Context: an optimization exercise on an open-source flow, tuned for small area, a short achievable clock period and few clock cycles per item. The choices shown serve that exercise and are no tape-out recipe. Only the layout flow was run in this run; the RTL was not checked for function there. Power figures rest on the tool's default switching activity, not on a simulated workload.

===== flow/flow/run.sh =====
#!/bin/bash
# Own layout flow: the standard ORFS flow (standard.sh, standard synthesis
# unchanged), with sky130 buf_1 cells as the port buffers and a clock tree
# built without dummy balancing loads. Each tool's output is in the ORFS logs
# (orfs/logs/...); make's own output goes to standard.log.
set -euo pipefail
cat >> config.mk <<'EOF2'
export BUFFER_PORTS_ARGS = -buffer_cell sky130_fd_sc_hd__buf_1
export CTS_ARGS = -sink_clustering_enable -repair_clock_nets -dont_use_dummy_load -buf_list sky130_fd_sc_hd__clkbuf_8
EOF2
bash standard.sh finish > standard.log 2>&1

===== flow/standard.sh =====
#!/bin/bash
# synth_recipe.tcl (not shown) runs the flow's synth.tcl, then flattens the netlist and writes it again
# the make line also repeats each setting of config.mk as NAME=value (left out here)
make -C /OpenROAD-flow-scripts/flow DESIGN_CONFIG=/design/flow/config.mk WORK_HOME=/design/flow/orfs CLKGATE_MAP_FILE= SYNTH_SCRIPT=/design/flow/synth_recipe.tcl "${@:-finish}"

===== flow/config.mk =====
export PLATFORM = sky130hd
export DESIGN_NAME = popcount256
export DESIGN_NICKNAME = popcount256
export VERILOG_FILES = /design/flow/design.v
export SDC_FILE = /design/flow/constraint.sdc
export NUM_CORES = 4
export LEC_CHECK = 0
export CAP_MARGIN = 20
export CORE_MARGIN = 2
export CORE_UTILIZATION = 55
export SLEW_MARGIN = 20
export SYNTH_HIERARCHICAL = 1
export BUFFER_PORTS_ARGS = -buffer_cell sky130_fd_sc_hd__buf_1
export CTS_ARGS = -sink_clustering_enable -repair_clock_nets -dont_use_dummy_load -buf_list sky130_fd_sc_hd__clkbuf_8

===== flow/constraint.sdc =====
create_clock -name core_clock -period 9.5 [get_ports {clk_i}]
set_input_delay 1.9000 -clock core_clock [delete_from_list [all_inputs] [get_ports {clk_i}]]
set_output_delay 1.9000 -clock core_clock [all_outputs]
set_load 0.01 [all_outputs]

===== flow/design.v =====
module popcount_pipe (
  input  logic         clk_i,
  input  logic [255:0] data_i,
  output logic [8:0]   count_o
);
  logic s0_1;
  logic c0_2;
  logic s0_3;
  logic c0_4;
  logic s0_5;
  logic c0_6;
  logic s0_7;
  logic c0_8;
  logic s0_9;
  logic c0_10;
  logic s0_11;
  logic c0_12;
  logic s0_13;
  logic c0_14;
  logic s0_15;
  logic c0_16;
  logic s0_17;
  logic c0_18;
  logic s0_19;
  logic c0_20;
  logic s0_21;
  logic c0_22;
  logic s0_23;
  logic c0_24;
  logic s0_25;
  logic c0_26;
  logic s0_27;
  logic c0_28;
  logic s0_29;
  logic c0_30;
  logic s0_31;
  logic c0_32;
  logic s0_33;
  logic c0_34;
  logic s0_35;
  logic c0_36;
  logic s0_37;
  logic c0_38;
  logic s0_39;
  logic c0_40;
  logic s0_41;
  logic c0_42;
  logic s0_43;
  logic c0_44;
  logic s0_45;
  logic c0_46;
  logic s0_47;
  logic c0_48;
  logic s0_49;
  logic c0_50;
  logic s0_51;
  logic c0_52;
  logic s0_53;
  logic c0_54;
  logic s0_55;
  logic c0_56;
  logic s0_57;
  logic c0_58;
  logic s0_59;
  logic c0_60;
  logic s0_61;
  logic c0_62;
  logic s0_63;
  logic c0_64;
  logic s0_65;
  logic c0_66;
  logic s0_67;
  logic c0_68;
  logic s0_69;
  logic c0_70;
  logic s0_71;
  logic c0_72;
  logic s0_73;
  logic c0_74;
  logic s0_75;
  logic c0_76;
  logic s0_77;
  logic c0_78;
  logic s0_79;
  logic c0_80;
  logic s0_81;
  logic c0_82;
  logic s0_83;
  logic c0_84;
  logic s0_85;
  logic c0_86;
  logic s0_87;
  logic c0_88;
  logic s0_89;
  logic c0_90;
  logic s0_91;
  logic c0_92;
  logic s0_93;
  logic c0_94;
  logic s0_95;
  logic c0_96;
  logic s0_97;
  logic c0_98;
  logic s0_99;
  logic c0_100;
  logic s0_101;
  logic c0_102;
  logic s0_103;
  logic c0_104;
  logic s0_105;
  logic c0_106;
  logic s0_107;
  logic c0_108;
  logic s0_109;
  logic c0_110;
  logic s0_111;
  logic c0_112;
  logic s0_113;
  logic c0_114;
  logic s0_115;
  logic c0_116;
  logic s0_117;
  logic c0_118;
  logic s0_119;
  logic c0_120;
  logic s0_121;
  logic c0_122;
  logic s0_123;
  logic c0_124;
  logic s0_125;
  logic c0_126;
  logic s0_127;
  logic c0_128;
  logic s0_129;
  logic c0_130;
  logic s0_131;
  logic c0_132;
  logic s0_133;
  logic c0_134;
  logic s0_135;
  logic c0_136;
  logic s0_137;
  logic c0_138;
  logic s0_139;
  logic c0_140;
  logic s0_141;
  logic c0_142;
  logic s0_143;
  logic c0_144;
  logic s0_145;
  logic c0_146;
  logic s0_147;
  logic c0_148;
  logic s0_149;
  logic c0_150;
  logic s0_151;
  logic c0_152;
  logic s0_153;
  logic c0_154;
  logic s0_155;
  logic c0_156;
  logic s0_157;
  logic c0_158;
  logic s0_159;
  logic c0_160;
  logic s0_161;
  logic c0_162;
  logic s0_163;
  logic c0_164;
  logic s0_165;
  logic c0_166;
  logic s0_167;
  logic c0_168;
  logic s0_169;
  logic c0_170;
  logic s0_171;
  logic c0_172;
  logic s0_173;
  logic c0_174;
  logic s0_175;
  logic c0_176;
  logic s0_177;
  logic c0_178;
  logic s0_179;
  logic c0_180;
  logic s0_181;
  logic c0_182;
  logic s0_183;
  logic c0_184;
  logic s0_185;
  logic c0_186;
  logic s0_187;
  logic c0_188;
  logic s0_189;
  logic c0_190;
  logic s0_191;
  logic c0_192;
  logic s0_193;
  logic c0_194;
  logic s0_195;
  logic c0_196;
  logic s0_197;
  logic c0_198;
  logic s0_199;
  logic c0_200;
  logic s0_201;
  logic c0_202;
  logic s0_203;
  logic c0_204;
  logic s0_205;
  logic c0_206;
  logic s0_207;
  logic c0_208;
  logic s0_209;
  logic c0_210;
  logic s0_211;
  logic c0_212;
  logic s0_213;
  logic c0_214;
  logic s0_215;
  logic c0_216;
  logic s0_217;
  logic c0_218;
  logic s0_219;
  logic c0_220;
  logic s0_221;
  logic c0_222;
  logic s0_223;
  logic c0_224;
  logic s0_225;
  logic c0_226;
  logic s0_227;
  logic c0_228;
  logic s0_229;
  logic c0_230;
  logic s0_231;
  logic c0_232;
  logic s0_233;
  logic c0_234;
  logic s0_235;
  logic c0_236;
  logic s0_237;
  logic c0_238;
  logic s0_239;
  logic c0_240;
  logic s0_241;
  logic c0_242;
  logic s0_243;
  logic c0_244;
  logic s0_245;
  logic c0_246;
  logic s0_247;
  logic c0_248;
  logic s0_249;
  logic c0_250;
  logic s0_251;
  logic c0_252;
  logic s0_253;
  logic c0_254;
  logic s0_255;
  logic c0_256;
  logic s0_257;
  logic c0_258;
  logic s0_259;
  logic c0_260;
  logic s0_261;
  logic c0_262;
  logic s0_263;
  logic c0_264;
  logic s0_265;
  logic c0_266;
  logic s0_267;
  logic c0_268;
  logic s0_269;
  logic c0_270;
  logic s0_271;
  logic c0_272;
  logic s0_273;
  logic c0_274;
  logic s0_275;
  logic c0_276;
  logic s0_277;
  logic c0_278;
  logic s0_279;
  logic c0_280;
  logic s0_281;
  logic c0_282;
  logic s0_283;
  logic c0_284;
  logic s0_285;
  logic c0_286;
  logic s0_287;
  logic c0_288;
  logic s0_289;
  logic c0_290;
  logic s0_291;
  logic c0_292;
  logic s0_293;
  logic c0_294;
  logic s0_295;
  logic c0_296;
  logic s0_297;
  logic c0_298;
  logic s0_299;
  logic c0_300;
  logic s0_301;
  logic c0_302;
  logic s0_303;
  logic c0_304;
  logic s0_305;
  logic c0_306;
  logic s0_307;
  logic c0_308;
  logic s0_309;
  logic c0_310;
  logic s0_311;
  logic c0_312;
  logic s0_313;
  logic c0_314;
  logic s0_315;
  logic c0_316;
  logic s0_317;
  logic c0_318;
  logic s0_319;
  logic c0_320;
  logic s0_321;
  logic c0_322;
  logic s0_323;
  logic c0_324;
  logic s0_325;
  logic c0_326;
  logic s0_327;
  logic c0_328;
  logic s0_329;
  logic c0_330;
  logic s0_331;
  logic c0_332;
  logic s0_333;
  logic c0_334;
  logic s0_335;
  logic c0_336;
  logic s0_337;
  logic c0_338;
  logic s0_339;
  logic c0_340;
  logic s0_341;
  logic c0_342;
  logic s0_343;
  logic c0_344;
  logic s0_345;
  logic c0_346;
  logic s0_347;
  logic c0_348;
  logic s0_349;
  logic c0_350;
  logic s0_351;
  logic c0_352;
  logic s0_353;
  logic c0_354;
  logic s0_355;
  logic c0_356;
  logic s0_357;
  logic c0_358;
  logic [76:0] p0_q;
  logic s1_359;
  logic c1_360;
  logic s1_361;
  logic c1_362;
  logic s1_363;
  logic c1_364;
  logic s1_365;
  logic c1_366;
  logic s1_367;
  logic c1_368;
  logic s1_369;
  logic c1_370;
  logic s1_371;
  logic c1_372;
  logic s1_373;
  logic c1_374;
  logic s1_375;
  logic c1_376;
  logic s1_377;
  logic c1_378;
  logic s1_379;
  logic c1_380;
  logic s1_381;
  logic c1_382;
  logic s1_383;
  logic c1_384;
  logic s1_385;
  logic c1_386;
  logic s1_387;
  logic c1_388;
  logic s1_389;
  logic c1_390;
  logic s1_391;
  logic c1_392;
  logic s1_393;
  logic c1_394;
  logic s1_395;
  logic c1_396;
  logic s1_397;
  logic c1_398;
  logic s1_399;
  logic c1_400;
  logic s1_401;
  logic c1_402;
  logic s1_403;
  logic c1_404;
  logic s1_405;
  logic c1_406;
  logic s1_407;
  logic c1_408;
  logic s1_409;
  logic c1_410;
  logic s1_411;
  logic c1_412;
  logic s1_413;
  logic c1_414;
  logic s1_415;
  logic c1_416;
  logic s1_417;
  logic c1_418;
  logic s1_419;
  logic c1_420;
  logic s1_421;
  logic c1_422;
  logic s1_423;
  logic c1_424;
  logic s1_425;
  logic c1_426;
  logic s1_427;
  logic c1_428;
  logic s1_429;
  logic c1_430;
  logic s1_431;
  logic c1_432;
  logic s1_433;
  logic c1_434;
  logic s1_435;
  logic c1_436;
  logic s1_437;
  logic c1_438;
  logic s1_439;
  logic c1_440;
  logic s1_441;
  logic c1_442;
  logic s1_443;
  logic c1_444;
  logic s1_445;
  logic c1_446;
  logic s1_447;
  logic c1_448;
  logic s1_449;
  logic c1_450;
  logic s1_451;
  logic c1_452;
  logic s1_453;
  logic c1_454;
  logic s1_455;
  logic c1_456;
  logic s1_457;
  logic c1_458;
  logic s1_459;
  logic c1_460;
  logic s1_461;
  logic c1_462;
  logic s1_463;
  logic c1_464;
  logic s1_465;
  logic c1_466;
  logic s1_467;
  logic c1_468;
  logic s1_469;
  logic c1_470;
  logic s1_471;
  logic c1_472;
  logic s1_473;
  logic c1_474;
  logic s1_475;
  logic c1_476;
  logic s1_477;
  logic c1_478;
  logic s1_479;
  logic c1_480;
  logic s1_481;
  logic c1_482;
  logic s1_483;
  logic c1_484;
  logic [13:0] p1_q;
  logic s2_485;
  logic c2_486;
  logic s2_487;
  logic c2_488;
  logic s2_489;
  logic c2_490;
  logic s2_491;
  logic c2_492;
  logic s2_493;
  logic c2_494;
  logic [8:0] row_a, row_b;
  fa u_fa2 (.a(data_i[0]), .b(data_i[1]), .c(data_i[2]), .s(s0_1), .co(c0_2));
  fa u_fa4 (.a(data_i[3]), .b(data_i[4]), .c(data_i[5]), .s(s0_3), .co(c0_4));
  fa u_fa6 (.a(data_i[6]), .b(data_i[7]), .c(data_i[8]), .s(s0_5), .co(c0_6));
  fa u_fa8 (.a(data_i[9]), .b(data_i[10]), .c(data_i[11]), .s(s0_7), .co(c0_8));
  fa u_fa10 (.a(data_i[12]), .b(data_i[13]), .c(data_i[14]), .s(s0_9), .co(c0_10));
  fa u_fa12 (.a(data_i[15]), .b(data_i[16]), .c(data_i[17]), .s(s0_11), .co(c0_12));
  fa u_fa14 (.a(data_i[18]), .b(data_i[19]), .c(data_i[20]), .s(s0_13), .co(c0_14));
  fa u_fa16 (.a(data_i[21]), .b(data_i[22]), .c(data_i[23]), .s(s0_15), .co(c0_16));
  fa u_fa18 (.a(data_i[24]), .b(data_i[25]), .c(data_i[26]), .s(s0_17), .co(c0_18));
  fa u_fa20 (.a(data_i[27]), .b(data_i[28]), .c(data_i[29]), .s(s0_19), .co(c0_20));
  fa u_fa22 (.a(data_i[30]), .b(data_i[31]), .c(data_i[32]), .s(s0_21), .co(c0_22));
  fa u_fa24 (.a(data_i[33]), .b(data_i[34]), .c(data_i[35]), .s(s0_23), .co(c0_24));
  fa u_fa26 (.a(data_i[36]), .b(data_i[37]), .c(data_i[38]), .s(s0_25), .co(c0_26));
  fa u_fa28 (.a(data_i[39]), .b(data_i[40]), .c(data_i[41]), .s(s0_27), .co(c0_28));
  fa u_fa30 (.a(data_i[42]), .b(data_i[43]), .c(data_i[44]), .s(s0_29), .co(c0_30));
  fa u_fa32 (.a(data_i[45]), .b(data_i[46]), .c(data_i[47]), .s(s0_31), .co(c0_32));
  fa u_fa34 (.a(data_i[48]), .b(data_i[49]), .c(data_i[50]), .s(s0_33), .co(c0_34));
  fa u_fa36 (.a(data_i[51]), .b(data_i[52]), .c(data_i[53]), .s(s0_35), .co(c0_36));
  fa u_fa38 (.a(data_i[54]), .b(data_i[55]), .c(data_i[56]), .s(s0_37), .co(c0_38));
  fa u_fa40 (.a(data_i[57]), .b(data_i[58]), .c(data_i[59]), .s(s0_39), .co(c0_40));
  fa u_fa42 (.a(data_i[60]), .b(data_i[61]), .c(data_i[62]), .s(s0_41), .co(c0_42));
  fa u_fa44 (.a(data_i[63]), .b(data_i[64]), .c(data_i[65]), .s(s0_43), .co(c0_44));
  fa u_fa46 (.a(data_i[66]), .b(data_i[67]), .c(data_i[68]), .s(s0_45), .co(c0_46));
  fa u_fa48 (.a(data_i[69]), .b(data_i[70]), .c(data_i[71]), .s(s0_47), .co(c0_48));
  fa u_fa50 (.a(data_i[72]), .b(data_i[73]), .c(data_i[74]), .s(s0_49), .co(c0_50));
  fa u_fa52 (.a(data_i[75]), .b(data_i[76]), .c(data_i[77]), .s(s0_51), .co(c0_52));
  fa u_fa54 (.a(data_i[78]), .b(data_i[79]), .c(data_i[80]), .s(s0_53), .co(c0_54));
  fa u_fa56 (.a(data_i[81]), .b(data_i[82]), .c(data_i[83]), .s(s0_55), .co(c0_56));
  fa u_fa58 (.a(data_i[84]), .b(data_i[85]), .c(data_i[86]), .s(s0_57), .co(c0_58));
  fa u_fa60 (.a(data_i[87]), .b(data_i[88]), .c(data_i[89]), .s(s0_59), .co(c0_60));
  fa u_fa62 (.a(data_i[90]), .b(data_i[91]), .c(data_i[92]), .s(s0_61), .co(c0_62));
  fa u_fa64 (.a(data_i[93]), .b(data_i[94]), .c(data_i[95]), .s(s0_63), .co(c0_64));
  fa u_fa66 (.a(data_i[96]), .b(data_i[97]), .c(data_i[98]), .s(s0_65), .co(c0_66));
  fa u_fa68 (.a(data_i[99]), .b(data_i[100]), .c(data_i[101]), .s(s0_67), .co(c0_68));
  fa u_fa70 (.a(data_i[102]), .b(data_i[103]), .c(data_i[104]), .s(s0_69), .co(c0_70));
  fa u_fa72 (.a(data_i[105]), .b(data_i[106]), .c(data_i[107]), .s(s0_71), .co(c0_72));
  fa u_fa74 (.a(data_i[108]), .b(data_i[109]), .c(data_i[110]), .s(s0_73), .co(c0_74));
  fa u_fa76 (.a(data_i[111]), .b(data_i[112]), .c(data_i[113]), .s(s0_75), .co(c0_76));
  fa u_fa78 (.a(data_i[114]), .b(data_i[115]), .c(data_i[116]), .s(s0_77), .co(c0_78));
  fa u_fa80 (.a(data_i[117]), .b(data_i[118]), .c(data_i[119]), .s(s0_79), .co(c0_80));
  fa u_fa82 (.a(data_i[120]), .b(data_i[121]), .c(data_i[122]), .s(s0_81), .co(c0_82));
  fa u_fa84 (.a(data_i[123]), .b(data_i[124]), .c(data_i[125]), .s(s0_83), .co(c0_84));
  fa u_fa86 (.a(data_i[126]), .b(data_i[127]), .c(data_i[128]), .s(s0_85), .co(c0_86));
  fa u_fa88 (.a(data_i[129]), .b(data_i[130]), .c(data_i[131]), .s(s0_87), .co(c0_88));
  fa u_fa90 (.a(data_i[132]), .b(data_i[133]), .c(data_i[134]), .s(s0_89), .co(c0_90));
  fa u_fa92 (.a(data_i[135]), .b(data_i[136]), .c(data_i[137]), .s(s0_91), .co(c0_92));
  fa u_fa94 (.a(data_i[138]), .b(data_i[139]), .c(data_i[140]), .s(s0_93), .co(c0_94));
  fa u_fa96 (.a(data_i[141]), .b(data_i[142]), .c(data_i[143]), .s(s0_95), .co(c0_96));
  fa u_fa98 (.a(data_i[144]), .b(data_i[145]), .c(data_i[146]), .s(s0_97), .co(c0_98));
  fa u_fa100 (.a(data_i[147]), .b(data_i[148]), .c(data_i[149]), .s(s0_99), .co(c0_100));
  fa u_fa102 (.a(data_i[150]), .b(data_i[151]), .c(data_i[152]), .s(s0_101), .co(c0_102));
  fa u_fa104 (.a(data_i[153]), .b(data_i[154]), .c(data_i[155]), .s(s0_103), .co(c0_104));
  fa u_fa106 (.a(data_i[156]), .b(data_i[157]), .c(data_i[158]), .s(s0_105), .co(c0_106));
  fa u_fa108 (.a(data_i[159]), .b(data_i[160]), .c(data_i[161]), .s(s0_107), .co(c0_108));
  fa u_fa110 (.a(data_i[162]), .b(data_i[163]), .c(data_i[164]), .s(s0_109), .co(c0_110));
  fa u_fa112 (.a(data_i[165]), .b(data_i[166]), .c(data_i[167]), .s(s0_111), .co(c0_112));
  fa u_fa114 (.a(data_i[168]), .b(data_i[169]), .c(data_i[170]), .s(s0_113), .co(c0_114));
  fa u_fa116 (.a(data_i[171]), .b(data_i[172]), .c(data_i[173]), .s(s0_115), .co(c0_116));
  fa u_fa118 (.a(data_i[174]), .b(data_i[175]), .c(data_i[176]), .s(s0_117), .co(c0_118));
  fa u_fa120 (.a(data_i[177]), .b(data_i[178]), .c(data_i[179]), .s(s0_119), .co(c0_120));
  fa u_fa122 (.a(data_i[180]), .b(data_i[181]), .c(data_i[182]), .s(s0_121), .co(c0_122));
  fa u_fa124 (.a(data_i[183]), .b(data_i[184]), .c(data_i[185]), .s(s0_123), .co(c0_124));
  fa u_fa126 (.a(data_i[186]), .b(data_i[187]), .c(data_i[188]), .s(s0_125), .co(c0_126));
  fa u_fa128 (.a(data_i[189]), .b(data_i[190]), .c(data_i[191]), .s(s0_127), .co(c0_128));
  fa u_fa130 (.a(data_i[192]), .b(data_i[193]), .c(data_i[194]), .s(s0_129), .co(c0_130));
  fa u_fa132 (.a(data_i[195]), .b(data_i[196]), .c(data_i[197]), .s(s0_131), .co(c0_132));
  fa u_fa134 (.a(data_i[198]), .b(data_i[199]), .c(data_i[200]), .s(s0_133), .co(c0_134));
  fa u_fa136 (.a(data_i[201]), .b(data_i[202]), .c(data_i[203]), .s(s0_135), .co(c0_136));
  fa u_fa138 (.a(data_i[204]), .b(data_i[205]), .c(data_i[206]), .s(s0_137), .co(c0_138));
  fa u_fa140 (.a(data_i[207]), .b(data_i[208]), .c(data_i[209]), .s(s0_139), .co(c0_140));
  fa u_fa142 (.a(data_i[210]), .b(data_i[211]), .c(data_i[212]), .s(s0_141), .co(c0_142));
  fa u_fa144 (.a(data_i[213]), .b(data_i[214]), .c(data_i[215]), .s(s0_143), .co(c0_144));
  fa u_fa146 (.a(data_i[216]), .b(data_i[217]), .c(data_i[218]), .s(s0_145), .co(c0_146));
  fa u_fa148 (.a(data_i[219]), .b(data_i[220]), .c(data_i[221]), .s(s0_147), .co(c0_148));
  fa u_fa150 (.a(data_i[222]), .b(data_i[223]), .c(data_i[224]), .s(s0_149), .co(c0_150));
  fa u_fa152 (.a(data_i[225]), .b(data_i[226]), .c(data_i[227]), .s(s0_151), .co(c0_152));
  fa u_fa154 (.a(data_i[228]), .b(data_i[229]), .c(data_i[230]), .s(s0_153), .co(c0_154));
  fa u_fa156 (.a(data_i[231]), .b(data_i[232]), .c(data_i[233]), .s(s0_155), .co(c0_156));
  fa u_fa158 (.a(data_i[234]), .b(data_i[235]), .c(data_i[236]), .s(s0_157), .co(c0_158));
  fa u_fa160 (.a(data_i[237]), .b(data_i[238]), .c(data_i[239]), .s(s0_159), .co(c0_160));
  fa u_fa162 (.a(data_i[240]), .b(data_i[241]), .c(data_i[242]), .s(s0_161), .co(c0_162));
  fa u_fa164 (.a(data_i[243]), .b(data_i[244]), .c(data_i[245]), .s(s0_163), .co(c0_164));
  fa u_fa166 (.a(data_i[246]), .b(data_i[247]), .c(data_i[248]), .s(s0_165), .co(c0_166));
  fa u_fa168 (.a(data_i[249]), .b(data_i[250]), .c(data_i[251]), .s(s0_167), .co(c0_168));
  fa u_fa170 (.a(data_i[252]), .b(data_i[253]), .c(data_i[254]), .s(s0_169), .co(c0_170));
  fa u_fa172 (.a(data_i[255]), .b(s0_1), .c(s0_3), .s(s0_171), .co(c0_172));
  fa u_fa174 (.a(s0_5), .b(s0_7), .c(s0_9), .s(s0_173), .co(c0_174));
  fa u_fa176 (.a(s0_11), .b(s0_13), .c(s0_15), .s(s0_175), .co(c0_176));
  fa u_fa178 (.a(s0_17), .b(s0_19), .c(s0_21), .s(s0_177), .co(c0_178));
  fa u_fa180 (.a(s0_23), .b(s0_25), .c(s0_27), .s(s0_179), .co(c0_180));
  fa u_fa182 (.a(s0_29), .b(s0_31), .c(s0_33), .s(s0_181), .co(c0_182));
  fa u_fa184 (.a(s0_35), .b(s0_37), .c(s0_39), .s(s0_183), .co(c0_184));
  fa u_fa186 (.a(s0_41), .b(s0_43), .c(s0_45), .s(s0_185), .co(c0_186));
  fa u_fa188 (.a(s0_47), .b(s0_49), .c(s0_51), .s(s0_187), .co(c0_188));
  fa u_fa190 (.a(s0_53), .b(s0_55), .c(s0_57), .s(s0_189), .co(c0_190));
  fa u_fa192 (.a(s0_59), .b(s0_61), .c(s0_63), .s(s0_191), .co(c0_192));
  fa u_fa194 (.a(s0_65), .b(s0_67), .c(s0_69), .s(s0_193), .co(c0_194));
  fa u_fa196 (.a(s0_71), .b(s0_73), .c(s0_75), .s(s0_195), .co(c0_196));
  fa u_fa198 (.a(s0_77), .b(s0_79), .c(s0_81), .s(s0_197), .co(c0_198));
  fa u_fa200 (.a(s0_83), .b(s0_85), .c(s0_87), .s(s0_199), .co(c0_200));
  fa u_fa202 (.a(s0_89), .b(s0_91), .c(s0_93), .s(s0_201), .co(c0_202));
  fa u_fa204 (.a(s0_95), .b(s0_97), .c(s0_99), .s(s0_203), .co(c0_204));
  fa u_fa206 (.a(s0_101), .b(s0_103), .c(s0_105), .s(s0_205), .co(c0_206));
  fa u_fa208 (.a(s0_107), .b(s0_109), .c(s0_111), .s(s0_207), .co(c0_208));
  fa u_fa210 (.a(s0_113), .b(s0_115), .c(s0_117), .s(s0_209), .co(c0_210));
  fa u_fa212 (.a(s0_119), .b(s0_121), .c(s0_123), .s(s0_211), .co(c0_212));
  fa u_fa214 (.a(s0_125), .b(s0_127), .c(s0_129), .s(s0_213), .co(c0_214));
  fa u_fa216 (.a(s0_131), .b(s0_133), .c(s0_135), .s(s0_215), .co(c0_216));
  fa u_fa218 (.a(s0_137), .b(s0_139), .c(s0_141), .s(s0_217), .co(c0_218));
  fa u_fa220 (.a(s0_143), .b(s0_145), .c(s0_147), .s(s0_219), .co(c0_220));
  fa u_fa222 (.a(s0_149), .b(s0_151), .c(s0_153), .s(s0_221), .co(c0_222));
  fa u_fa224 (.a(s0_155), .b(s0_157), .c(s0_159), .s(s0_223), .co(c0_224));
  fa u_fa226 (.a(s0_161), .b(s0_163), .c(s0_165), .s(s0_225), .co(c0_226));
  fa u_fa228 (.a(s0_167), .b(s0_169), .c(s0_171), .s(s0_227), .co(c0_228));
  fa u_fa230 (.a(s0_173), .b(s0_175), .c(s0_177), .s(s0_229), .co(c0_230));
  fa u_fa232 (.a(s0_179), .b(s0_181), .c(s0_183), .s(s0_231), .co(c0_232));
  fa u_fa234 (.a(s0_185), .b(s0_187), .c(s0_189), .s(s0_233), .co(c0_234));
  fa u_fa236 (.a(s0_191), .b(s0_193), .c(s0_195), .s(s0_235), .co(c0_236));
  fa u_fa238 (.a(s0_197), .b(s0_199), .c(s0_201), .s(s0_237), .co(c0_238));
  fa u_fa240 (.a(s0_203), .b(s0_205), .c(s0_207), .s(s0_239), .co(c0_240));
  fa u_fa242 (.a(s0_209), .b(s0_211), .c(s0_213), .s(s0_241), .co(c0_242));
  fa u_fa244 (.a(s0_215), .b(s0_217), .c(s0_219), .s(s0_243), .co(c0_244));
  fa u_fa246 (.a(s0_221), .b(s0_223), .c(s0_225), .s(s0_245), .co(c0_246));
  fa u_fa248 (.a(c0_2), .b(c0_4), .c(c0_6), .s(s0_247), .co(c0_248));
  fa u_fa250 (.a(c0_8), .b(c0_10), .c(c0_12), .s(s0_249), .co(c0_250));
  fa u_fa252 (.a(c0_14), .b(c0_16), .c(c0_18), .s(s0_251), .co(c0_252));
  fa u_fa254 (.a(c0_20), .b(c0_22), .c(c0_24), .s(s0_253), .co(c0_254));
  fa u_fa256 (.a(c0_26), .b(c0_28), .c(c0_30), .s(s0_255), .co(c0_256));
  fa u_fa258 (.a(c0_32), .b(c0_34), .c(c0_36), .s(s0_257), .co(c0_258));
  fa u_fa260 (.a(c0_38), .b(c0_40), .c(c0_42), .s(s0_259), .co(c0_260));
  fa u_fa262 (.a(c0_44), .b(c0_46), .c(c0_48), .s(s0_261), .co(c0_262));
  fa u_fa264 (.a(c0_50), .b(c0_52), .c(c0_54), .s(s0_263), .co(c0_264));
  fa u_fa266 (.a(c0_56), .b(c0_58), .c(c0_60), .s(s0_265), .co(c0_266));
  fa u_fa268 (.a(c0_62), .b(c0_64), .c(c0_66), .s(s0_267), .co(c0_268));
  fa u_fa270 (.a(c0_68), .b(c0_70), .c(c0_72), .s(s0_269), .co(c0_270));
  fa u_fa272 (.a(c0_74), .b(c0_76), .c(c0_78), .s(s0_271), .co(c0_272));
  fa u_fa274 (.a(c0_80), .b(c0_82), .c(c0_84), .s(s0_273), .co(c0_274));
  fa u_fa276 (.a(c0_86), .b(c0_88), .c(c0_90), .s(s0_275), .co(c0_276));
  fa u_fa278 (.a(c0_92), .b(c0_94), .c(c0_96), .s(s0_277), .co(c0_278));
  fa u_fa280 (.a(c0_98), .b(c0_100), .c(c0_102), .s(s0_279), .co(c0_280));
  fa u_fa282 (.a(c0_104), .b(c0_106), .c(c0_108), .s(s0_281), .co(c0_282));
  fa u_fa284 (.a(c0_110), .b(c0_112), .c(c0_114), .s(s0_283), .co(c0_284));
  fa u_fa286 (.a(c0_116), .b(c0_118), .c(c0_120), .s(s0_285), .co(c0_286));
  fa u_fa288 (.a(c0_122), .b(c0_124), .c(c0_126), .s(s0_287), .co(c0_288));
  fa u_fa290 (.a(c0_128), .b(c0_130), .c(c0_132), .s(s0_289), .co(c0_290));
  fa u_fa292 (.a(c0_134), .b(c0_136), .c(c0_138), .s(s0_291), .co(c0_292));
  fa u_fa294 (.a(c0_140), .b(c0_142), .c(c0_144), .s(s0_293), .co(c0_294));
  fa u_fa296 (.a(c0_146), .b(c0_148), .c(c0_150), .s(s0_295), .co(c0_296));
  fa u_fa298 (.a(c0_152), .b(c0_154), .c(c0_156), .s(s0_297), .co(c0_298));
  fa u_fa300 (.a(c0_158), .b(c0_160), .c(c0_162), .s(s0_299), .co(c0_300));
  fa u_fa302 (.a(c0_164), .b(c0_166), .c(c0_168), .s(s0_301), .co(c0_302));
  fa u_fa304 (.a(c0_170), .b(c0_172), .c(s0_247), .s(s0_303), .co(c0_304));
  fa u_fa306 (.a(c0_174), .b(s0_249), .c(c0_176), .s(s0_305), .co(c0_306));
  fa u_fa308 (.a(s0_251), .b(c0_178), .c(s0_253), .s(s0_307), .co(c0_308));
  fa u_fa310 (.a(c0_180), .b(s0_255), .c(c0_182), .s(s0_309), .co(c0_310));
  fa u_fa312 (.a(s0_257), .b(c0_184), .c(s0_259), .s(s0_311), .co(c0_312));
  fa u_fa314 (.a(c0_186), .b(s0_261), .c(c0_188), .s(s0_313), .co(c0_314));
  fa u_fa316 (.a(s0_263), .b(c0_190), .c(s0_265), .s(s0_315), .co(c0_316));
  fa u_fa318 (.a(c0_192), .b(s0_267), .c(c0_194), .s(s0_317), .co(c0_318));
  fa u_fa320 (.a(s0_269), .b(c0_196), .c(s0_271), .s(s0_319), .co(c0_320));
  fa u_fa322 (.a(c0_198), .b(s0_273), .c(c0_200), .s(s0_321), .co(c0_322));
  fa u_fa324 (.a(s0_275), .b(c0_202), .c(s0_277), .s(s0_323), .co(c0_324));
  fa u_fa326 (.a(c0_204), .b(s0_279), .c(c0_206), .s(s0_325), .co(c0_326));
  fa u_fa328 (.a(s0_281), .b(c0_208), .c(s0_283), .s(s0_327), .co(c0_328));
  fa u_fa330 (.a(c0_210), .b(s0_285), .c(c0_212), .s(s0_329), .co(c0_330));
  fa u_fa332 (.a(s0_287), .b(c0_214), .c(s0_289), .s(s0_331), .co(c0_332));
  fa u_fa334 (.a(c0_216), .b(s0_291), .c(c0_218), .s(s0_333), .co(c0_334));
  fa u_fa336 (.a(s0_293), .b(c0_220), .c(s0_295), .s(s0_335), .co(c0_336));
  fa u_fa338 (.a(c0_222), .b(s0_297), .c(c0_224), .s(s0_337), .co(c0_338));
  fa u_fa340 (.a(s0_299), .b(c0_226), .c(s0_301), .s(s0_339), .co(c0_340));
  fa u_fa342 (.a(c0_248), .b(c0_250), .c(c0_252), .s(s0_341), .co(c0_342));
  fa u_fa344 (.a(c0_254), .b(c0_256), .c(c0_258), .s(s0_343), .co(c0_344));
  fa u_fa346 (.a(c0_260), .b(c0_262), .c(c0_264), .s(s0_345), .co(c0_346));
  fa u_fa348 (.a(c0_266), .b(c0_268), .c(c0_270), .s(s0_347), .co(c0_348));
  fa u_fa350 (.a(c0_272), .b(c0_274), .c(c0_276), .s(s0_349), .co(c0_350));
  fa u_fa352 (.a(c0_278), .b(c0_280), .c(c0_282), .s(s0_351), .co(c0_352));
  fa u_fa354 (.a(c0_284), .b(c0_286), .c(c0_288), .s(s0_353), .co(c0_354));
  fa u_fa356 (.a(c0_290), .b(c0_292), .c(c0_294), .s(s0_355), .co(c0_356));
  fa u_fa358 (.a(c0_296), .b(c0_298), .c(c0_300), .s(s0_357), .co(c0_358));
  fa u_fa360 (.a(p0_q[0]), .b(p0_q[1]), .c(p0_q[2]), .s(s1_359), .co(c1_360));
  fa u_fa362 (.a(p0_q[3]), .b(p0_q[4]), .c(p0_q[5]), .s(s1_361), .co(c1_362));
  fa u_fa364 (.a(p0_q[6]), .b(p0_q[7]), .c(p0_q[8]), .s(s1_363), .co(c1_364));
  fa u_fa366 (.a(p0_q[9]), .b(s1_359), .c(s1_361), .s(s1_365), .co(c1_366));
  fa u_fa368 (.a(p0_q[10]), .b(p0_q[11]), .c(p0_q[12]), .s(s1_367), .co(c1_368));
  fa u_fa370 (.a(p0_q[13]), .b(p0_q[14]), .c(p0_q[15]), .s(s1_369), .co(c1_370));
  fa u_fa372 (.a(p0_q[16]), .b(p0_q[17]), .c(p0_q[18]), .s(s1_371), .co(c1_372));
  fa u_fa374 (.a(p0_q[19]), .b(p0_q[20]), .c(p0_q[21]), .s(s1_373), .co(c1_374));
  fa u_fa376 (.a(p0_q[22]), .b(p0_q[23]), .c(p0_q[24]), .s(s1_375), .co(c1_376));
  fa u_fa378 (.a(p0_q[25]), .b(p0_q[26]), .c(p0_q[27]), .s(s1_377), .co(c1_378));
  fa u_fa380 (.a(p0_q[28]), .b(p0_q[29]), .c(p0_q[30]), .s(s1_379), .co(c1_380));
  fa u_fa382 (.a(p0_q[31]), .b(p0_q[32]), .c(p0_q[33]), .s(s1_381), .co(c1_382));
  fa u_fa384 (.a(p0_q[34]), .b(p0_q[35]), .c(p0_q[36]), .s(s1_383), .co(c1_384));
  fa u_fa386 (.a(p0_q[37]), .b(p0_q[38]), .c(c1_360), .s(s1_385), .co(c1_386));
  fa u_fa388 (.a(c1_362), .b(c1_364), .c(s1_367), .s(s1_387), .co(c1_388));
  fa u_fa390 (.a(s1_369), .b(s1_371), .c(s1_373), .s(s1_389), .co(c1_390));
  fa u_fa392 (.a(s1_375), .b(s1_377), .c(s1_379), .s(s1_391), .co(c1_392));
  fa u_fa394 (.a(s1_381), .b(s1_383), .c(s1_385), .s(s1_393), .co(c1_394));
  fa u_fa396 (.a(c1_366), .b(s1_387), .c(s1_389), .s(s1_395), .co(c1_396));
  fa u_fa398 (.a(s1_391), .b(s1_393), .c(s1_395), .s(s1_397), .co(c1_398));
  fa u_fa400 (.a(p0_q[39]), .b(p0_q[40]), .c(p0_q[41]), .s(s1_399), .co(c1_400));
  fa u_fa402 (.a(p0_q[42]), .b(p0_q[43]), .c(p0_q[44]), .s(s1_401), .co(c1_402));
  fa u_fa404 (.a(p0_q[45]), .b(p0_q[46]), .c(p0_q[47]), .s(s1_403), .co(c1_404));
  fa u_fa406 (.a(p0_q[48]), .b(p0_q[49]), .c(p0_q[50]), .s(s1_405), .co(c1_406));
  fa u_fa408 (.a(p0_q[51]), .b(p0_q[52]), .c(p0_q[53]), .s(s1_407), .co(c1_408));
  fa u_fa410 (.a(p0_q[54]), .b(p0_q[55]), .c(p0_q[56]), .s(s1_409), .co(c1_410));
  fa u_fa412 (.a(p0_q[57]), .b(p0_q[58]), .c(p0_q[59]), .s(s1_411), .co(c1_412));
  fa u_fa414 (.a(p0_q[60]), .b(p0_q[61]), .c(p0_q[62]), .s(s1_413), .co(c1_414));
  fa u_fa416 (.a(p0_q[63]), .b(p0_q[64]), .c(p0_q[65]), .s(s1_415), .co(c1_416));
  fa u_fa418 (.a(p0_q[66]), .b(p0_q[67]), .c(c1_368), .s(s1_417), .co(c1_418));
  fa u_fa420 (.a(c1_370), .b(c1_372), .c(c1_374), .s(s1_419), .co(c1_420));
  fa u_fa422 (.a(c1_376), .b(c1_378), .c(c1_380), .s(s1_421), .co(c1_422));
  fa u_fa424 (.a(c1_382), .b(c1_384), .c(s1_399), .s(s1_423), .co(c1_424));
  fa u_fa426 (.a(s1_401), .b(s1_403), .c(s1_405), .s(s1_425), .co(c1_426));
  fa u_fa428 (.a(s1_407), .b(s1_409), .c(s1_411), .s(s1_427), .co(c1_428));
  fa u_fa430 (.a(s1_413), .b(s1_415), .c(c1_386), .s(s1_429), .co(c1_430));
  fa u_fa432 (.a(c1_388), .b(s1_417), .c(c1_390), .s(s1_431), .co(c1_432));
  fa u_fa434 (.a(s1_419), .b(c1_392), .c(s1_421), .s(s1_433), .co(c1_434));
  fa u_fa436 (.a(s1_423), .b(s1_425), .c(s1_427), .s(s1_435), .co(c1_436));
  fa u_fa438 (.a(c1_394), .b(s1_429), .c(c1_396), .s(s1_437), .co(c1_438));
  fa u_fa440 (.a(s1_431), .b(s1_433), .c(s1_435), .s(s1_439), .co(c1_440));
  fa u_fa442 (.a(c1_398), .b(s1_437), .c(s1_439), .s(s1_441), .co(c1_442));
  fa u_fa444 (.a(p0_q[68]), .b(p0_q[69]), .c(p0_q[70]), .s(s1_443), .co(c1_444));
  fa u_fa446 (.a(p0_q[71]), .b(p0_q[72]), .c(p0_q[73]), .s(s1_445), .co(c1_446));
  fa u_fa448 (.a(p0_q[74]), .b(p0_q[75]), .c(p0_q[76]), .s(s1_447), .co(c1_448));
  fa u_fa450 (.a(c1_400), .b(c1_402), .c(c1_404), .s(s1_449), .co(c1_450));
  fa u_fa452 (.a(c1_406), .b(c1_408), .c(c1_410), .s(s1_451), .co(c1_452));
  fa u_fa454 (.a(c1_412), .b(c1_414), .c(c1_416), .s(s1_453), .co(c1_454));
  fa u_fa456 (.a(s1_443), .b(s1_445), .c(s1_447), .s(s1_455), .co(c1_456));
  fa u_fa458 (.a(c1_418), .b(c1_420), .c(c1_424), .s(s1_457), .co(c1_458));
  fa u_fa460 (.a(c1_422), .b(s1_449), .c(c1_426), .s(s1_459), .co(c1_460));
  fa u_fa462 (.a(s1_451), .b(c1_428), .c(s1_453), .s(s1_461), .co(c1_462));
  fa u_fa464 (.a(s1_455), .b(c1_430), .c(c1_432), .s(s1_463), .co(c1_464));
  fa u_fa466 (.a(s1_457), .b(c1_434), .c(s1_459), .s(s1_465), .co(c1_466));
  fa u_fa468 (.a(c1_436), .b(s1_461), .c(c1_438), .s(s1_467), .co(c1_468));
  fa u_fa470 (.a(s1_463), .b(s1_465), .c(c1_440), .s(s1_469), .co(c1_470));
  fa u_fa472 (.a(c1_444), .b(c1_446), .c(c1_448), .s(s1_471), .co(c1_472));
  fa u_fa474 (.a(c1_450), .b(c1_452), .c(c1_454), .s(s1_473), .co(c1_474));
  fa u_fa476 (.a(c1_456), .b(s1_471), .c(c1_458), .s(s1_475), .co(c1_476));
  fa u_fa478 (.a(c1_460), .b(s1_473), .c(c1_462), .s(s1_477), .co(c1_478));
  fa u_fa480 (.a(c1_464), .b(s1_475), .c(c1_466), .s(s1_479), .co(c1_480));
  fa u_fa482 (.a(c1_472), .b(c1_474), .c(c1_476), .s(s1_481), .co(c1_482));
  fa u_fa484 (.a(c1_478), .b(s1_481), .c(c1_480), .s(s1_483), .co(c1_484));
  fa u_fa486 (.a(p1_q[4]), .b(p1_q[5]), .c(p1_q[6]), .s(s2_485), .co(c2_486));
  fa u_fa488 (.a(p1_q[7]), .b(p1_q[8]), .c(p1_q[9]), .s(s2_487), .co(c2_488));
  fa u_fa490 (.a(p1_q[10]), .b(c2_486), .c(s2_487), .s(s2_489), .co(c2_490));
  fa u_fa492 (.a(p1_q[11]), .b(c2_488), .c(c2_490), .s(s2_491), .co(c2_492));
  fa u_fa494 (.a(p1_q[12]), .b(p1_q[13]), .c(c2_492), .s(s2_493), .co(c2_494));
  assign row_a = {1'b0, c2_494, s2_493, s2_491, s2_489, s2_485, p1_q[3], p1_q[2], p1_q[0]};
  assign row_b = {1'b0, 1'b0, 1'b0, 1'b0, 1'b0, 1'b0, 1'b0, 1'b0, p1_q[1]};
  assign count_o = row_a + row_b;
  always_ff @(posedge clk_i) begin
    p0_q[0] <= s0_229;
    p0_q[1] <= s0_231;
    p0_q[2] <= s0_233;
    p0_q[3] <= s0_235;
    p0_q[4] <= s0_237;
    p0_q[5] <= s0_239;
    p0_q[6] <= s0_241;
    p0_q[7] <= s0_227;
    p0_q[8] <= s0_243;
    p0_q[9] <= s0_245;
    p0_q[10] <= s0_305;
    p0_q[11] <= c0_230;
    p0_q[12] <= s0_307;
    p0_q[13] <= s0_309;
    p0_q[14] <= c0_232;
    p0_q[15] <= s0_311;
    p0_q[16] <= s0_313;
    p0_q[17] <= c0_234;
    p0_q[18] <= s0_315;
    p0_q[19] <= s0_317;
    p0_q[20] <= c0_236;
    p0_q[21] <= s0_319;
    p0_q[22] <= s0_303;
    p0_q[23] <= s0_321;
    p0_q[24] <= c0_238;
    p0_q[25] <= s0_323;
    p0_q[26] <= s0_325;
    p0_q[27] <= c0_240;
    p0_q[28] <= s0_327;
    p0_q[29] <= s0_329;
    p0_q[30] <= c0_242;
    p0_q[31] <= s0_331;
    p0_q[32] <= c0_228;
    p0_q[33] <= s0_333;
    p0_q[34] <= c0_244;
    p0_q[35] <= s0_335;
    p0_q[36] <= s0_337;
    p0_q[37] <= c0_246;
    p0_q[38] <= s0_339;
    p0_q[39] <= s0_341;
    p0_q[40] <= c0_306;
    p0_q[41] <= c0_308;
    p0_q[42] <= s0_343;
    p0_q[43] <= c0_310;
    p0_q[44] <= c0_312;
    p0_q[45] <= s0_345;
    p0_q[46] <= c0_314;
    p0_q[47] <= c0_316;
    p0_q[48] <= s0_347;
    p0_q[49] <= c0_318;
    p0_q[50] <= c0_320;
    p0_q[51] <= c0_304;
    p0_q[52] <= s0_349;
    p0_q[53] <= c0_322;
    p0_q[54] <= c0_324;
    p0_q[55] <= s0_351;
    p0_q[56] <= c0_326;
    p0_q[57] <= c0_328;
    p0_q[58] <= s0_353;
    p0_q[59] <= c0_330;
    p0_q[60] <= c0_332;
    p0_q[61] <= s0_355;
    p0_q[62] <= c0_334;
    p0_q[63] <= c0_336;
    p0_q[64] <= s0_357;
    p0_q[65] <= c0_338;
    p0_q[66] <= c0_340;
    p0_q[67] <= c0_302;
    p0_q[68] <= c0_342;
    p0_q[69] <= c0_344;
    p0_q[70] <= c0_346;
    p0_q[71] <= c0_348;
    p0_q[72] <= c0_350;
    p0_q[73] <= c0_352;
    p0_q[74] <= c0_354;
    p0_q[75] <= c0_356;
    p0_q[76] <= c0_358;
  end
  always_ff @(posedge clk_i) begin
    p1_q[0] <= s1_365;
    p1_q[1] <= s1_363;
    p1_q[2] <= s1_397;
    p1_q[3] <= s1_441;
    p1_q[4] <= s1_469;
    p1_q[5] <= c1_442;
    p1_q[6] <= s1_467;
    p1_q[7] <= s1_477;
    p1_q[8] <= c1_470;
    p1_q[9] <= s1_479;
    p1_q[10] <= c1_468;
    p1_q[11] <= s1_483;
    p1_q[12] <= c1_482;
    p1_q[13] <= c1_484;
  end
endmodule
module fa (
  input  logic a, b, c,
  output logic s, co
);
  assign s  = a ^ b ^ c;
  assign co = (a & b) | (c & (a ^ b));
endmodule
module popcount256 (
  input  logic         clk_i,
  input  logic         rst_ni,
  input  logic         valid_i,
  input  logic [255:0] data_i,
  output logic         valid_o,
  output logic [8:0]   popcount_o
);
  localparam integer Latency = 3;
  logic [8:0] count;
  popcount_pipe u_popcount (
    .clk_i  (clk_i),
    .data_i (data_i),
    .count_o(count)
  );
  logic [Latency-1:0] valid_q;
  always_ff @(posedge clk_i or negedge rst_ni) begin
    if (!rst_ni) begin
      valid_q <= '0;
    end else begin
      valid_q <= {valid_q[Latency-2:0], valid_i};
    end
  end
  assign valid_o = valid_q[Latency-1];
  always_ff @(posedge clk_i) begin
    popcount_o <= count;
  end
endmodule

==> summary.md <==
| Metric | Value |
|---|---|
| Capturing point of the worst reg2reg path | u_popcount.p1_q[11]$_DFF_P_ |
| Routed wire per std cell | 14.84 um |
| Post-synthesis to final-layout area growth | 18.82% |
| Hold Crit Endpoint | valid_q[2]$_DFF_PN0_ |
| Max Transition Viols Final | 0 |
| Final period utilization | 0.3471 |
| Core Region | 12670 um^2 |
| Via Count | 3773 |
| Post-synth EDFFs | 0 |
| Most common library cells after synthesis | fa_1 (247), dfxtp_1 (100), xnor2_1 (5) |
| CTS tree | done |
| Num Clock Sinks | 103 |
| CP most frequent cell | fa_1 |
| Worst-skew pair later-pin latency | 0.35 ns |
| Setup violations, final | 0 |
| Synth Area in Simple Gates | 0.006653 |
| Longest Clk Path Bufs | 2 |
| Global-route wire length before repair | 21450 um |
| Post-CTS Hold Buffers | 0 |
| Syn Area/Cell | 19.47 um^2 |
| Final Hold Viols | 0 |
| Total wire length | 12110 um |
| Vias in the first global route | 4719 |
| Layout cell share with drive strength beyond 1 | 0.01398 |
| Crit path largest cell delay | 0.59 ns |
| Detail Route Antenna Nets | 0 |
| Clk root buf | clkbuf_8 |
| RSZ-0062 raised after global routing | false |
| Synth area leader | fa_1 |
| DR iter-0 viols | 68 |
| Final Power | 0.003335 W |
| H-tree levels | 3 |
| CP Launch Type | primary input |
| Finished Layout Cells | 816 |
| Die width | 118.0 um |
| Asr flop ratio synth | 0.02913 |
| Worst hold start | valid_q[1]$_DFF_PN0_ |
| Crit-path cells | buf_1, fa_1, fa_1, fa_1 |
| Min Tclk post-route | 3.297 ns |
| DRC viols | 0 |
| Run status | timing/DRC/antenna clean |
| Reg area | 2077 um^2 |
| Router iterations before antenna repair | 4 |
| Largest net degree at the start of global routing | 17 |
| CP Data Required Time | 9.71 ns |
| Gate Count Post-Synth | 367 |
| Ant diodes | 0 |
| Worst-case clock skew | 0.02446 ns |
| Netlist cell types | 12 |
| Top-count cell post-synth | fa_1 |
| Worst-path fanout max | 1 |
| Kind of critical path | primary input to flop |
| Worst-margin pin slew | 0.1806 ns |
| Xor/xnor share of the synthesized area | 0.007353 |
| Post-CTS Setup Bufs | 0 |
| Combinational family with the most area after synthesis | adder cells |
| Synth Area in Compound Gates | 0 |
| Fmax | 0.3033 GHz |
| Congestion Overflow GR | 0 |
| Die height | 118.0 um |
| Initial Util | 0.5640 |
| HPWL Detailed | 11590 um |
| Setup TNS | 0 ns |
| Initial antenna violation count | 0 |
| WP buf/inv | 1 |
| Final core utilization | 0.6702 |
| Row cnt | 41 |
| Adder-Cell Fraction of Synth Area | 0.6954 |
| R2R cell count | 6 |
| Port Buf Inserts | 268 |
| Leading register cell type out of synthesis | dfxtp_1 |
| #FFs+latches synth | 103 |
| Max-Cap Viols | 0 |
| Cells after DPL | 807 |
| Via density | 4.624 |
| Die area | 13920 um^2 |
| Slowest library cell on the worst path | fa_1 |
| WHS | 0.3573 ns |
| Final nets | 1154 |
| Top cell type's share of synthesized area | 0.6919 |
| Post-synthesis sequential area ratio | 0.2906 |
| Power Density | 392.7 nW/um^2 |
| Worst setup EP type | flop |
| Min-delay worst type | flop to flop |
| WHS Path Cells | 0 |
| Post-synthesis mux area share | 0 |
| IO Count | 269 |
| Post-cts resize count | 0 |
| Worst r2r src | u_popcount.p0_q[13]$_DFF_P_ |
| Crit path arrival time | 3.51 ns |
| Yosys warnings | 8 |
| Pleak | 3.112 nW |
| Slew HR | 0.8796 |
| Fillers | 952 |
| CTS buffer count | 9 |
| VDD IR max | 360.5 uV |
| Largest cells by area after synthesis | fa_1 (69%), dfxtp_1 (28%), dfrtp_1 (1.1%) |
| Crit-path leading delay family | adder cells |
| R2R setup slack | 6.30 ns |
| GP Congestion | 0.7623 |
| Multi-input logic area | 5070 um^2 |
| Syn_nets | 875 |
| Tot GR Track Use | 0.1998 |
| Area of the mapped netlist | 7147 um^2 |
| Clk slew on worst S/H paths | 0.09 ns |
==> report_power, final <==
group          leakage, nW  internal (W)  total [W]  switching (W)
combinational         2.17       0.00113    0.00230        0.00117
clock               0.0647     0.0000853   0.000208       0.000123
sequential           0.878      0.000718   0.000827       0.000109
==> worst max path at each step <==
stage,from,slack (ns),depth (start not counted),end
floorplan,data_i[6],6.00,3,u_popcount.p0_q[0]$_DFF_P_
CTS,data_i[186],6.21,4,u_popcount.p0_q[6]$_DFF_P_
global route,data_i[24],6.15,4,u_popcount.p0_q[0]$_DFF_P_
global placement,data_i[168],5.86,4,u_popcount.p0_q[6]$_DFF_P_
finish,data_i[24],6.20,4,u_popcount.p0_q[0]$_DFF_P_
detailed placement,data_i[186],5.84,4,u_popcount.p0_q[6]$_DFF_P_
==> cell type report <==
| type | count | area share |
|---|---|---|
| timing repair buffer | 268 | 0.1185 |
| sequential | 103 | 0.2446 |
| clock buffer | 9 | 0.01459 |
| tap | 172 | 0.02534 |
| multi-input combinational | 264 | 0.5970 |
==> cells in the final DEF, fill, tap and decap left out <==
cell,count
nand3_1,3
nor2_1,1
ha_1,2
dfxtp_1,100
dfrtp_1,3
and3_1,1
and4_1,1
nand2_1,2
clkbuf_8,9
fa_1,247
nand4_1,1
xnor2_1,5
buf_1,268
xor2_1,1
==> cells by family after synthesis <==
kind of cell             Yosys count
XOR/XNOR                           6
adder cells (fa/ha/maj)          249
flip-flops                       103
AND/OR/NAND/NOR                    9
==> modules after synthesis, one instance, submodules excluded <==
module         flip-flops and latches  times used
popcount256                        12           1
popcount_pipe                      91           1
fa                                  0         247
==> flip-flops by register name, summed over array words and instances, names as in the netlist <==
name / count
u_popcount.p0_q: 77
valid_q: 3
popcount_o: 9
u_popcount.p1_q: 14
==> metal layers <==
layer,track usage,up-vias,wire length (um)
li1,-,1667,-
met1,0.2577,1948,4676
met2,0.3579,149,6632
met3,0.03004,9,671
met4,0.05196,0,127
met5,0,-,0
==> through the flow <==
| step | area [um^2] | setup slack, ns |
|---|---|---|
| 2_1_floorplan | 7147 | 6.003 |
| 6_report | 8492 | 6.203 |
| 4_1_cts | 8492 | 6.209 |
| 3_5_place_dp | 8368 | 5.838 |
| 3_3_place_gp | 8368 | 5.856 |
| 5_1_grt | 8492 | 6.150 |

## what the ideal ports hide
No port has a modelled driver above. Below, the same layout with a new extraction and two added sets of constraints.
Step 1 (the two cells are an assumption about what drives the block):
set clk [get_ports {clk_i}]
set_driving_cell -lib_cell sky130_fd_sc_hd__clkbuf_16 $clk
set_driving_cell -lib_cell sky130_fd_sc_hd__buf_2 [delete_from_list [all_inputs] $clk]
Step 2, shift: input delay + t, output delay - t, t = (earliest + latest rising clock arrival at the registers) / 2. This alone moves slack from input paths to output paths.
Slacks: ideal ports / drivers / drivers and shift; pairs: ideal ports / drivers.
t (ns): 0.376
setup WS [ns]: 6.203 / 6.215 / 5.840
latest minus earliest clock arrival (ns): 0.025 / 0.025
worst register clock-pin slew, ns: 0.09 / 0.09
cell pins on the clock port's net: 1
After both steps this run still meets setup and hold. The setup slack of this run moves by +0.012 ns with the drivers and by -0.363 ns with both steps.
